What follows belongs to an exercise in optimizing a design on an open flow for small area and a short achievable clock period; a production flow would make more cautious choices. RTL that was checked went through simulation tests only; none was proved equivalent to the original. For run 2, only the layout was checked, not whether the RTL still works.

## flow/design.v (module list and top-level ports; edited modules follow where they fit)
// module cubic_fixed: 880 lines
// module cubic_fa: 7 lines
// module cubic_ha: 7 lines
module cubic_fixed #(
    parameter int WID     = 16,    
    parameter int FBITS   = 8      
)(
    input  logic                        clk,
    input  logic                        rst,
    input  logic signed [WID-1:0]       x,
    input  logic signed [WID-1:0]       a0,
    input  logic signed [WID-1:0]       a1,
    input  logic signed [WID-1:0]       a2,
    output logic signed [WID-1:0]       y
);
  // ...
==> flow/run.sh <==
#!/bin/bash
# synth_recipe.tcl (not shown) runs the flow's synth.tcl, then flattens the netlist and writes it again
# the make line also repeats each setting of config.mk as NAME=value (left out here)
make -C /OpenROAD-flow-scripts/flow DESIGN_CONFIG=/design/flow/config.mk WORK_HOME=/design/flow/orfs CLKGATE_MAP_FILE= SYNTH_SCRIPT=/design/flow/synth_recipe.tcl finish
==> flow/config.mk <==
export PLATFORM = sky130hd
export DESIGN_NAME = cubic_fixed
export DESIGN_NICKNAME = cubic_fixed
export VERILOG_FILES = /design/flow/design.v
export SDC_FILE = /design/flow/constraint.sdc
export NUM_CORES = 4
export LEC_CHECK = 0
export ABC_AREA = 1
export CAP_MARGIN = 20
export CORE_MARGIN = 2
export CORE_UTILIZATION = 40
export CTS_BUF_LIST = sky130_fd_sc_hd__clkbuf_4 sky130_fd_sc_hd__clkbuf_8
export SLEW_MARGIN = 20
export SYNTH_HIERARCHICAL = 1
==> flow/constraint.sdc <==
create_clock -name core_clock -period 15.0 [get_ports {clk}]
set_input_delay 3.0000 -clock core_clock [delete_from_list [all_inputs] [get_ports {clk}]]
set_output_delay 3.0000 -clock core_clock [all_outputs]
set_load 0.01 [all_outputs]
==> results.ini, run 1 <==
[drt]
viasPerCell=5.44
drt-initial-drc-count=1735
wirelength_um=71700
detail-route-antenna-nets=0

[die]
tapCellCount=790
initial_core_util_pct=40.2
coreArea_mm2=0.0614

[setup_path]
slowest_stage=clkinv_1
cp.required_ps=15480
cp.arrival_ps=7480
crit_family=adder cells
worstReg2RegEnd=cs_s_s1[11]
crit_buf_inv=3

[logic_synthesis]
synth.largest_area_cell=fa_1
syn_inst=3154
synth_edf_count=0

[placement]
io_buffer_count=81

[timing]
post-route-period-util_pct=46.6
worst_slew_pin_slew_ps=1090
maxSlewViolCount=0
rsz0062_at_grt=false
max_freq_mhz=143

[clocking]
clkSinkCount=129
hold_buffers=0
insertion_delay_ps=560

[status]
outcome=timing/DRC/antenna clean

[grt]
track_usage_pct=22.9
grtUsageMet1_pct=32.9
grt_pass1_vias=20844
grt_max_degree=40
use_met3_pct=4.25
grt_pass1_wl_um=116000
antenna_found_initial=2

[finish]
seq_share_pct=9.73
nNonClkInverters=386

[worst_hold_path]
hold_end=rst_s1

==> inputs of run 2 (changes only) <==
--- a/flow/design.v
+++ b/flow/design.v
@@ -127,17 +127,18 @@
     cubic_fa u_sq_s50 (.a(sq_s13), .b(sq_c30), .c(sq_s31), .s(sq_s50), .co(sq_c50));
     cubic_fa u_sq_s51 (.a(sq_s15), .b(sq_c31), .c(sq_s32), .s(sq_s51), .co(sq_c51));
     cubic_fa u_sq_s52 (.a(sq_c15), .b(sq_s33), .c(sq_c32), .s(sq_s52), .co(sq_c52));
     cubic_fa u_sq_s53 (.a(sq_s18), .b(sq_s34), .c(sq_c33), .s(sq_s53), .co(sq_c53));
     cubic_fa u_sq_s54 (.a(sq_c18), .b(sq_s35), .c(sq_c34), .s(sq_s54), .co(sq_c54));
     cubic_fa u_sq_s55 (.a(sq_s21), .b(sq_c35), .c(sq_s36), .s(sq_s55), .co(sq_c55));
     cubic_fa u_sq_s56 (.a(sq_s37), .b(sq_c21), .c(sq_c36), .s(sq_s56), .co(sq_c56));
     cubic_fa u_sq_s57 (.a((~x[9] & x[12])), .b(sq_c37), .c(sq_s38), .s(sq_s57), .co(sq_c57));
-    assign sq_in = {sq_c56, sq_c55, sq_c54, sq_c53, sq_c52, sq_c51, sq_c50, sq_c49, sq_c48, sq_c47, sq_c46, sq_c45, sq_c44, sq_c43, sq_c42, sq_c41, sq_c40, sq_c39, sq_s39, (x[0] & x[2]), x[1], 1'b0, x[0]} + {sq_s57, sq_s56, sq_s55, sq_s54, sq_s53, sq_s52, sq_s51, sq_s50, sq_s49, sq_s48, sq_s47, sq_s46, sq_s45, sq_s44, sq_s43, sq_s42, sq_s41, sq_s40, (x[1] & x[2]), 1'b0, (x[0] & x[1]), 1'b0, 1'b0};
+    cubic_sqadd u_sqadd (.a({sq_c56, sq_c55, sq_c54, sq_c53, sq_c52, sq_c51, sq_c50, sq_c49, sq_c48, sq_c47, sq_c46, sq_c45, sq_c44, sq_c43, sq_c42, sq_c41, sq_c40, sq_c39, sq_s39, (x[0] & x[2]), x[1], 1'b0, x[0]}), .b({sq_s57, sq_s56, sq_s55, sq_s54, sq_s53, sq_s52, sq_s51, sq_s50, sq_s49, sq_s48, sq_s47, sq_s46, sq_s45, sq_s44, sq_s43, sq_s42, sq_s41, sq_s40, (x[1] & x[2]), 1'b0, (x[0] & x[1]), 1'b0, 1'b0}), .s(sq_in[22:8]));
+    assign sq_in[7:0] = 8'd0;
     logic               x3sat_s0, rst_s0, rst_s1;
     logic signed [15:0] x_s0, a1_s0, a2_s0;
     always_ff @(posedge clk) begin
         x3sat_s0 <= x3sat_in;
         x_s0     <= x;
         a1_s0    <= a1;
         a2_s0    <= a2;
         rst_s0   <= rst;
@@ -888,8 +889,16 @@
 endmodule
 module cubic_ha (
     input  logic a, b,
     output logic s, co
 );
     assign s  = a ^ b;
     assign co = a & b;
 endmodule
+module cubic_sqadd (
+    input  logic [22:0] a, b,
+    output logic [22:8] s
+);
+    logic [22:0] t;
+    assign t = a + b;
+    assign s = t[22:8];
+endmodule
==> flow/flow/run.sh (new file) <==
#!/bin/bash
# Standard ORFS layout (the standard.sh) with two changes:
#  - port buffers use buf_1 instead of the default delay-buffer cell;
#  - timing repair (after floorplan, CTS and global routing) aims for
#    9 ns of setup slack at the 15 ns clock, so the resizer sizes the
#    critical paths.  The SDC (clock period, I/O delays, load) is unchanged.
# Each ORFS step writes its own log under orfs/logs/; make's output goes to
# standard.log.
set -euo pipefail
export BUFFER_PORTS_ARGS="-buffer_cell sky130_fd_sc_hd__buf_1"
export SETUP_SLACK_MARGIN=9
bash standard.sh > standard.log 2>&1
==> flow/standard.sh (new file) <==
#!/bin/bash
# synth_recipe.tcl (not shown) runs the flow's synth.tcl, then flattens the netlist and writes it again
# the make line also repeats each setting of config.mk as NAME=value (left out here)
make -C /OpenROAD-flow-scripts/flow DESIGN_CONFIG=/design/flow/config.mk WORK_HOME=/design/flow/orfs CLKGATE_MAP_FILE= SYNTH_SCRIPT=/design/flow/synth_recipe.tcl "${@:-finish}"
==> flow/config.mk (replaced) <==
export PLATFORM = sky130hd
export DESIGN_NAME = cubic_fixed
export DESIGN_NICKNAME = cubic_fixed
export VERILOG_FILES = /design/flow/design.v
export SDC_FILE = /design/flow/constraint.sdc
export NUM_CORES = 4
export LEC_CHECK = 0
export ABC_AREA = 1
export CAP_MARGIN = 20
export CORE_MARGIN = 2
export CORE_UTILIZATION = 40
export SLEW_MARGIN = 20
export SYNTH_HIERARCHICAL = 1
removed: flow/run.sh
==> run 2 against run 1 <==
Effect of this change: highest routed layer is now met5; hold slack gained 2.9 ps; non-clock buffer count rose by 28; area after synthesis increased by 2.4%; synthesized cell count grew 5.7%; still clean on timing, DRC and antenna; fmax is 21% higher.
==> results.ini, run 2 <==
[drt]
detail-route-antenna-nets=0  ; unchanged
vias=22383  ; was 21468
wirelength_um=74500  ; was 71700 µm
drt-initial-drc-count=1734  ; was 1735
route.detailed.drc=0  ; unchanged
viasPerCell=5.31  ; was 5.44
dr.pass1.iters=5  ; unchanged
wl_per_cell_um=17.7  ; was 18.2 µm

[finish]
n_antenna_cell=0  ; was 1
most-common-layout-cells=nand2_1 (645), inv_1 (420), xor2_1 (371), fa_1 (305), o22ai_1 (300)  ; was nand2_1 (557), xor2_1 (368), inv_1 (364), fa_1 (305), o22ai_1 (302)
fin_util_pct=43.9  ; was 43.3%
nets=3949  ; was 3729
final_common_cell=nand2_1  ; unchanged
largest_register_ff_count=17  ; unchanged
fin_cells=4219  ; was 3946
ff_latch_area_mm2=0.00259  ; was 0.00258 mm²
top_register=a0n_s0  ; unchanged
multi_input_area_mm2=0.0206  ; was 0.0201 mm²
fill_cells=6408  ; was 6230
drive_above_1_share_pct=7.00  ; was 4.44%
areaGrowthSynthToFinish_pct=9.04  ; was 7.65%

[grt]
overflow=0  ; unchanged
grt_pass1_wl_um=120000  ; was 116000 µm
grt_max_degree=32  ; was 40
antenna_found_initial=1  ; was 2
track_usage_pct=23.0  ; was 22.9%
grt_pass1_vias=22188  ; was 20844

[setup_path]
cp.arrival_ps=6170  ; was 7480 ps
crit_family=adder cells  ; unchanged
cp-end-kind=register  ; unchanged
crit_buf_inv=4  ; was 3
r2r_start=x_s0[7]  ; was x_s0[1]
start_kind=primary input  ; was register
critPathMaxStageDelay_ps=470  ; was 580 ps
slowest_stage=fa_1  ; was clkinv_1
reg2reg_depth=21  ; unchanged
cp.required_ps=15380  ; was 15480 ps
worstReg2RegEnd=cs_s_s1[2]  ; was cs_s_s1[11]
crit_chain=buf_4 > inv_1 > nor4_2 > fa_1 > fa_1 > fa_1 > ha_1 > nand2_2 > nor2_2 > inv_1 > nor2_1 > nand3_1 > nand3_1 > nand2_1 > nand2_1 > inv_1  ; was buf_4 > clkinv_1 > o21ai_0 > o21ai_2 > buf_4 > o22ai_1 > xor2_1 > fa_1 > fa_1 > fa_1 > fa_1 > ha_1 > a21oi_1 > o21ai_0 > a21oi_1 > nand4_1 > nand2_1 > nand2_1 > nand3_2 > nand2_1 > fa_1
critical_path.max_fanout=19  ; was 39
r2r_slack_ps=9220  ; was 8000 ps
critPathKind=primary input to register  ; was register to register

[placement]
place.gp.congestion=0.883  ; was 0.932
place_inst=4154  ; was 3913
io_buffer_count=81  ; unchanged
hpwl_um=57700  ; was 56200 µm

[die]
die_w_um=255  ; was 252 µm
io_pins=82  ; unchanged
die_area_mm2=0.0652  ; was 0.0637 mm²
die_height_um=255  ; was 252 µm
initial_core_util_pct=40.3  ; was 40.2%
coreArea_mm2=0.0627  ; was 0.0614 mm²
row_count=92  ; was 91

[clocking]
cts_root_buf=clkbuf_16  ; was clkbuf_8
cts.clk_slew.worst_paths_ps=70  ; was 100 ps
hold_buffers=0  ; unchanged
cts_max_level=4  ; unchanged
cts_tree=yes  ; unchanged
cts_buffers=17  ; unchanged
cts_buffer_depth=2  ; unchanged
clkSinkCount=129  ; unchanged
insertion_delay_ps=500  ; was 560 ps

[timing]
rsz0062_at_grt=true  ; was false
slew_headroom_pct=53.5  ; was 27.0%
hold_violations=0  ; unchanged
post-route-period-util_pct=38.6  ; was 46.6%
max_freq_mhz=173  ; was 143 MHz
skew_ps=22.1  ; was 34.6 ps
final-setup-viol-count=0  ; unchanged
maxSlewViolCount=0  ; unchanged
fin_crit_ps=5790  ; was 7000 ps
worst_slew_pin_slew_ps=697  ; was 1090 ps
tns_ps=0  ; unchanged

[worst_hold_path]
hold_end=rst_s1  ; unchanged
hold_class=register to register  ; unchanged
hp-start=rst_s0  ; unchanged
hold_depth=1  ; unchanged

[logic_synthesis]
yosysSeqAreaShare_pct=10.2  ; was 10.5%
syn_inst=3335  ; was 3154
synth_top_cells_by_area=fa_1 (24%), xor2_1 (13%), ha_1 (11%), dfxtp_1 (10%), nand2_1 (9.7%)  ; was fa_1 (25%), xor2_1 (13%), ha_1 (11%), dfxtp_1 (10%), nand2_1 (8.5%)
synth_top_family_by_area=adder cells  ; unchanged
synthAdderAreaFrac_pct=35.0  ; was 35.7%
synth_edf_count=0  ; unchanged
avgSynthCellArea_um2=7.58  ; was 7.82 µm²
synth-seq-cells=129  ; unchanged
async_reset_ff_share_pct=0  ; unchanged
synth.top_cells.by_count=nand2_1 (651), inv_1 (435), xor2_1 (371)  ; was nand2_1 (557), xor2_1 (368), inv_1 (364)
synth_top_area_share_pct=24.2  ; was 24.8%
ys_types=52  ; was 50
yosysMostFrequentCell=nand2_1  ; unchanged
syn_area_mm2=0.0253  ; was 0.0247 mm²
synth.largest_area_cell=fa_1  ; unchanged
synth_compound_area_share_pct=13.1  ; was 13.8%
synth_xor_area_share_pct=13.9  ; was 14.4%
yosys.area_share.simple_pct=18.5  ; was 17.2%
synthMuxAreaShare_pct=0  ; unchanged
synth_warnings=7  ; unchanged
synth_flop_cell=dfxtp_1  ; unchanged

[status]
outcome=timing/DRC/antenna clean  ; unchanged

[run]
maxCapViolations=0  ; unchanged

-- run 2: cell types whose count changed after synthesis, sizes merged, moves of 4 or more --
cell / delta
nor2: +29
a21oi: -6
nand2: +96
o21ai: +7
clkbuf: +5
xnor2: -8
nand4: -5
nor4: +5
nand3b: -5
buf: -5
inv: +74
a21boi: -4
-- run 2: worst max path at each step --
stage	depth (start not counted)	endpoint	startpoint
2_1_floorplan	16	qn_s0[10]	x[5]
3_3_place_gp	16	qn_s0[12]	x[5]
3_5_place_dp	16	qn_s0[11]	x[5]
4_1_cts	16	qn_s0[11]	x[9]
5_1_grt	23	cs_s_s1[9]	a2_s0[1]
6_report	16	qn_s0[12]	x[9]
-- run 2: routing by layer --
layer  vias up  global-route usage (%)  wire length, µm
met5         -                       0               12
met4         2                    6.13             1410
met3        91                    5.19             5340
met2       705                    36.1            33600
met1     10715                    31.7            34200
li1      10870                       -                -
-- run 2: Yosys stat by module, one instance, submodules excluded --
module	flip-flops and latches	copies in the design	cell area [µm²]
cubic_fixed	129	1	17300
cubic_sqadd	0	1	1530
cubic_fa	0	286	20.0
cubic_ha	0	58	12.5
-- run 2: cell families after synthesis --
family / count (synthesis)
adder cells (fa/ha/maj): 523
AND/OR/NAND/NOR: 1113
AO/OA/AOI/OAI: 559
buffers and inverters: 610
XOR/XNOR: 400
other: 1
flip-flops: 129
-- run 2: per-stage QoR --
step                hold WS [ps]  area, µm²  worst slack, ps
global route                 438      27600             8930
finish                       420      27600             9210
floorplan                    392      25300             9000
CTS                          425      27200             9000
detailed placement           407      26400             8170
global placement             401      26400             8230
-- run 2: area by class of cell --
class	count	area share, %
Clock inverter	15	0.527
Timing Repair Buffer	148	3.35
Sequential cell	129	9.40
Inverter	459	6.39
Clock buffer	17	1.54
Tap cell	846	3.84
Multi-Input combinational cell	2602	74.9
Timing Repair inverter	3	0.0727
-- run 2: repair_timing --
| item | in CTS | in global routing |
|---|---|---|
| resized for setup | 35 | 73 |
| setup endpoints to repair | 49 | 66 |
| pin swaps | 1 | 9 |
| cloned | 3 | 3 |
| buffers inserted | 6 | 21 |

-- what the ideal ports hide --
In the flow no input, the clock included, has a driving cell. The finished layouts below were timed again as built, in two steps.
Step 1 assumes that a clkbuf_16 drives the clock port and a buf_2 every other input.
Step 2 also shifts input and output timing later by t, the mid clock arrival at the registers, as if the neighbouring blocks saw the same clock.
a / b / c = no drivers / after step 1 / after step 2; a / b = the first two.
run	t, ns	setup slack, ns	latest minus earliest clock arrival (ns)
run 1	0.597	8.003 / 8.003 / 7.650	0.035 / 0.034
run 2	0.542	9.210 / 9.164 / 8.694	0.022 / 0.022
After both steps setup and hold are still met in every run listed. For run 2, which loses most, drivers alone change the setup slack by -0.046 ns; drivers and shift together by -0.516 ns.
